This design comes from an exercise in tuning for small area, a short achievable clock period and few clock cycles per item on the open sky130 flow, not from production work.
At most, simulation tests tie the RTL to the original design; equivalence was not proved.

==> flow/design.v (excerpt) <==
module proc(
    i_clk    ,
    i_rstn   ,
    i_en     ,
    i_grant_rd  ,
    i_grant_wr  ,
    i_valid  ,
    i_instr ,
    i_data ,
    o_addr  ,
    o_finish ,
    o_req_rd,
    o_req_wr,
    o_ack    ,
    o_data   ,
    o_wr_size ,
    o_busy
);
Size in the first run: about 4000 cells after synthesis, about 0.043 mm^2 of cells after synthesis.
export LEC_CHECK = 0
export CAP_MARGIN = 20
export CORE_MARGIN = 2
export CORE_UTILIZATION = 55
export CTS_BUF_LIST = sky130_fd_sc_hd__clkbuf_4 sky130_fd_sc_hd__clkbuf_8
export SLEW_MARGIN = 20
export SYNTH_HIERARCHICAL = 1
create_clock -name core_clock -period 11.0 [get_ports {i_clk}]
standard.sh (not shown) runs the stock make flow with config.mk's settings and CLKGATE_MAP_FILE= SYNTH_SCRIPT=/design/flow/synth_recipe.tcl, a recipe that flattens the netlist after the stock synthesis.
==> flow/flow/run.sh <==
#!/bin/bash
# Own flow: the standard ORFS flow (standard.sh, unchanged synthesis), with
#  - the port buffers made as sky130_fd_sc_hd__buf_1 instead of the default delay buffer,
#  - timing repair (floorplan, CTS, global route) aiming at extra setup slack.
# The make output goes to make.log; ORFS writes each step's log under orfs/logs/.
set -euo pipefail
export BUFFER_PORTS_ARGS="-buffer_cell sky130_fd_sc_hd__buf_1"
export SETUP_SLACK_MARGIN=7.3
bash standard.sh > make.log 2>&1
Next try:
--- a/flow/design.v
+++ b/flow/design.v
@@ -1277,23 +1277,24 @@
     reg seq_act;                          
     reg [1:0] seq_lane;                   
     reg s0_v, s1_v;                       
     reg [1:0] s0_lane, s1_lane;
     reg [23:0] addr_a, addr_b, addr_w;
     reg [23:0] oaddr;                     
     reg [2:0]  wsz;                       
     reg [19:0] rcnt;                      
     reg        rfrac;                     
     reg [2:0]  wsz_last;                  
     reg [1:0]  op;
-    reg [127:0] areg, rreg;               
+    reg [127:0] areg;                     
+    reg [127:0] rreg;                     
     reg [127:32] breg;                    
     reg [31:0]  s0_a;                     
     reg [15:0]  s0_one, s0_two, s0_neg;   
     reg [31:0]  s1_r0, s1_r1, s1_r2;      
     reg [2:0]   s1_r3;                    
     wire is_mul = (op == 2'd2);
     wire is_sub = op[0];
     wire acc_ld1   = s_ld1   & i_valid & (opc == INSTR_LD);
     wire acc_ld2   = s_ld2   & i_valid & (opc == INSTR_LD);
     wire acc_info  = s_info  & i_valid & (opc == INSTR_INFO);
     wire acc_store = s_store & i_valid & (opc == INSTR_STORE);
@@ -1393,71 +1394,71 @@
     mul_tree u_mul (.a(s0_a), .one(s0_one), .two(s0_two), .neg(s0_neg), .r0(t_r0), .r1(t_r1), .r2(t_r2),
                     .r3(t_r3), .r4(t_r4), .r5(t_r5));
     wire [31:0] prod = s1_r0 + s1_r1 + s1_r2 + {^s1_r3, 31'd0};
     wire [127:0] addsub;
     genvar gi;
     generate
         for (gi = 0; gi < 4; gi = gi + 1) begin : g_as
             addsub32 u_as (.a(areg[32*gi +: 32]), .b(i_data[32*gi +: 32]), .sub(is_sub),
                            .y(addsub[32*gi +: 32]));
         end
     endgenerate
+    wire       ld_add = rb & ~is_mul;
+    wire [3:0] ld_mul = {4{commit}} & {s1_lane == 2'd3, s1_lane == 2'd2, s1_lane == 2'd1, s1_lane == 2'd0};
+    wire [3:0] keep   = ~(ld_mul | {4{ld_add}});
+    wire [127:0] rreg_nx;
+    generate
+        for (gi = 0; gi < 4; gi = gi + 1) begin : g_r
+            assign rreg_nx[32*gi +: 32] = ({32{keep[gi]}} & rreg[32*gi +: 32])
+                                        | ({32{ld_add}} & addsub[32*gi +: 32])
+                                        | ({32{ld_mul[gi]}} & prod);
+        end
+    endgenerate
     wire [23:0] addr_a_nx = confirm ? addr_a + 24'd128 : addr_a;
     wire [23:0] addr_w_nx = wr_g ? addr_w + 24'd128 : addr_w;
     wire [23:0] oaddr_nx  = rd_g ? addr_b : (wr_nx ? addr_w_nx : addr_a_nx);
     wire [2:0]  wsz_nx    = (rd_done_nx & inflight_nx == 2'd1) ? wsz_last : 3'd4;
+    wire        hold_a = ~s_ld1 & ~confirm;
+    wire        hold_b = ~s_ld2 & ~confirm;
+    wire        hold_w = ~s_store & ~wr_g;
+    wire        hold_c = ~s_info & ~confirm;
+    wire [23:0] addr_a_d = ({24{s_ld1}} & payload) | ({24{confirm}} & (addr_a + 24'd128)) | ({24{hold_a}} & addr_a);
+    wire [23:0] addr_b_d = ({24{s_ld2}} & payload) | ({24{confirm}} & (addr_b + 24'd128)) | ({24{hold_b}} & addr_b);
+    wire [23:0] addr_w_d = ({24{s_store}} & payload) | ({24{wr_g}} & (addr_w + 24'd128)) | ({24{hold_w}} & addr_w);
+    wire [19:0] rcnt_d   = ({20{s_info}} & payload[23:4]) | ({20{confirm}} & (rcnt - 20'd1)) | ({20{hold_c}} & rcnt);
     always @(posedge i_clk) begin
-        if (s_ld1) begin
-            addr_a <= payload;
-            oaddr  <= payload;
-        end
-        if (s_ld2)   addr_b <= payload;
+        addr_a <= addr_a_d;
+        addr_b <= addr_b_d;
+        addr_w <= addr_w_d;
+        rcnt   <= rcnt_d;
+        oaddr  <= run ? oaddr_nx : addr_a;
         if (s_info) begin
-            rcnt     <= payload[23:4];
             rfrac    <= |payload[3:2];
             wsz_last <= (payload[3:2] != 2'd0) ? {1'b0, payload[3:2]}
                                                : ((payload[23:4] == 20'd0) ? 3'd0 : 3'd4);
             op       <= payload[1:0];
         end
-        if (s_store) addr_w <= payload;
-        if (run) begin
-            addr_a <= addr_a_nx;
-            addr_w <= addr_w_nx;
-            oaddr  <= oaddr_nx;
-            wsz    <= wsz_nx;
-            if (confirm) begin
-                addr_b <= addr_b + 24'd128;
-                rcnt   <= rcnt - 20'd1;
-            end
-        end
+        if (run) wsz <= wsz_nx;
         areg[127:96] <= i_data[127:96];
         areg[95:0]   <= shift_a ? areg[127:32] : i_data[95:0];
         breg[127:96] <= i_data[127:96];
         breg[95:32]  <= rb ? i_data[95:32] : breg[127:64];
         s0_a   <= ld_a;
         s0_one <= enc_one;
         s0_two <= enc_two;
         s0_neg <= enc_neg;
         s1_r0 <= t_r0;
         s1_r1 <= t_r1;
         s1_r2 <= t_r2;
         s1_r3 <= {t_r5[31], t_r4[31], t_r3[31]};
-        if (rb & ~is_mul) rreg <= addsub;
-        else if (commit) begin
-            case (s1_lane)
-                2'd0: rreg[31:0]   <= prod;
-                2'd1: rreg[63:32]  <= prod;
-                2'd2: rreg[95:64]  <= prod;
-                default: rreg[127:96] <= prod;
-            endcase
-        end
+        rreg <= rreg_nx;
     end
     assign o_busy    = busy_r;
     assign o_finish  = fin_r;
     assign o_ack     = ack_r;
     assign o_req_rd  = rq_rd;
     assign o_req_wr  = rq_wr;
     assign o_data    = rreg;
     assign o_addr    = oaddr;
     assign o_wr_size = wsz;
 endmodule
 module addsub32(input [31:0] a, input [31:0] b, input sub, output [31:0] y);
Non-clock buffer count is lower by 38.
Worst setup slack improved by 0.13 ns.
Die area is lower by 2.0%.
Testbench counts after the change, summed over its fixed seeds: cycles 21,430, items 15,905.
The RTL of the first run of this note was laid out without a check of its function.

[separate check: timing with driven ports]
No port has a modelled driver above. Below, the same layouts with a new extraction and two added sets of constraints. Step 1 (the two cells are an assumption about what drives the block):
set clk [get_ports {i_clk}]
set_driving_cell -lib_cell sky130_fd_sc_hd__clkbuf_16 $clk
set_driving_cell -lib_cell sky130_fd_sc_hd__buf_2 [delete_from_list [all_inputs] $clk]
Step 2, shift: input delay + t, output delay - t, t = (earliest + latest rising clock arrival at the registers) / 2. This alone moves slack from input paths to output paths. Three values: no drivers, after step 1, after step 2; two values: the first two.
| run | shift t [ns] | setup WS [ns] | hold slack, ns | worst setup path at the end | slew at the worst register clock pin (ns) |
|---|---|---|---|---|---|
| the first run | 0.805 | 7.065 / 7.077 / 6.271 | 0.348 / 0.348 / 0.348 | input to register | 0.07 / 0.07 |
| the second run | 0.801 | 7.190 / 7.203 / 6.402 | 0.356 / 0.356 / 0.356 | input to register | 0.07 / 0.07 |
After both steps setup and hold are still met in every run listed. For the first run, which loses most, drivers alone change the setup slack by +0.012 ns; drivers and shift together by -0.794 ns.
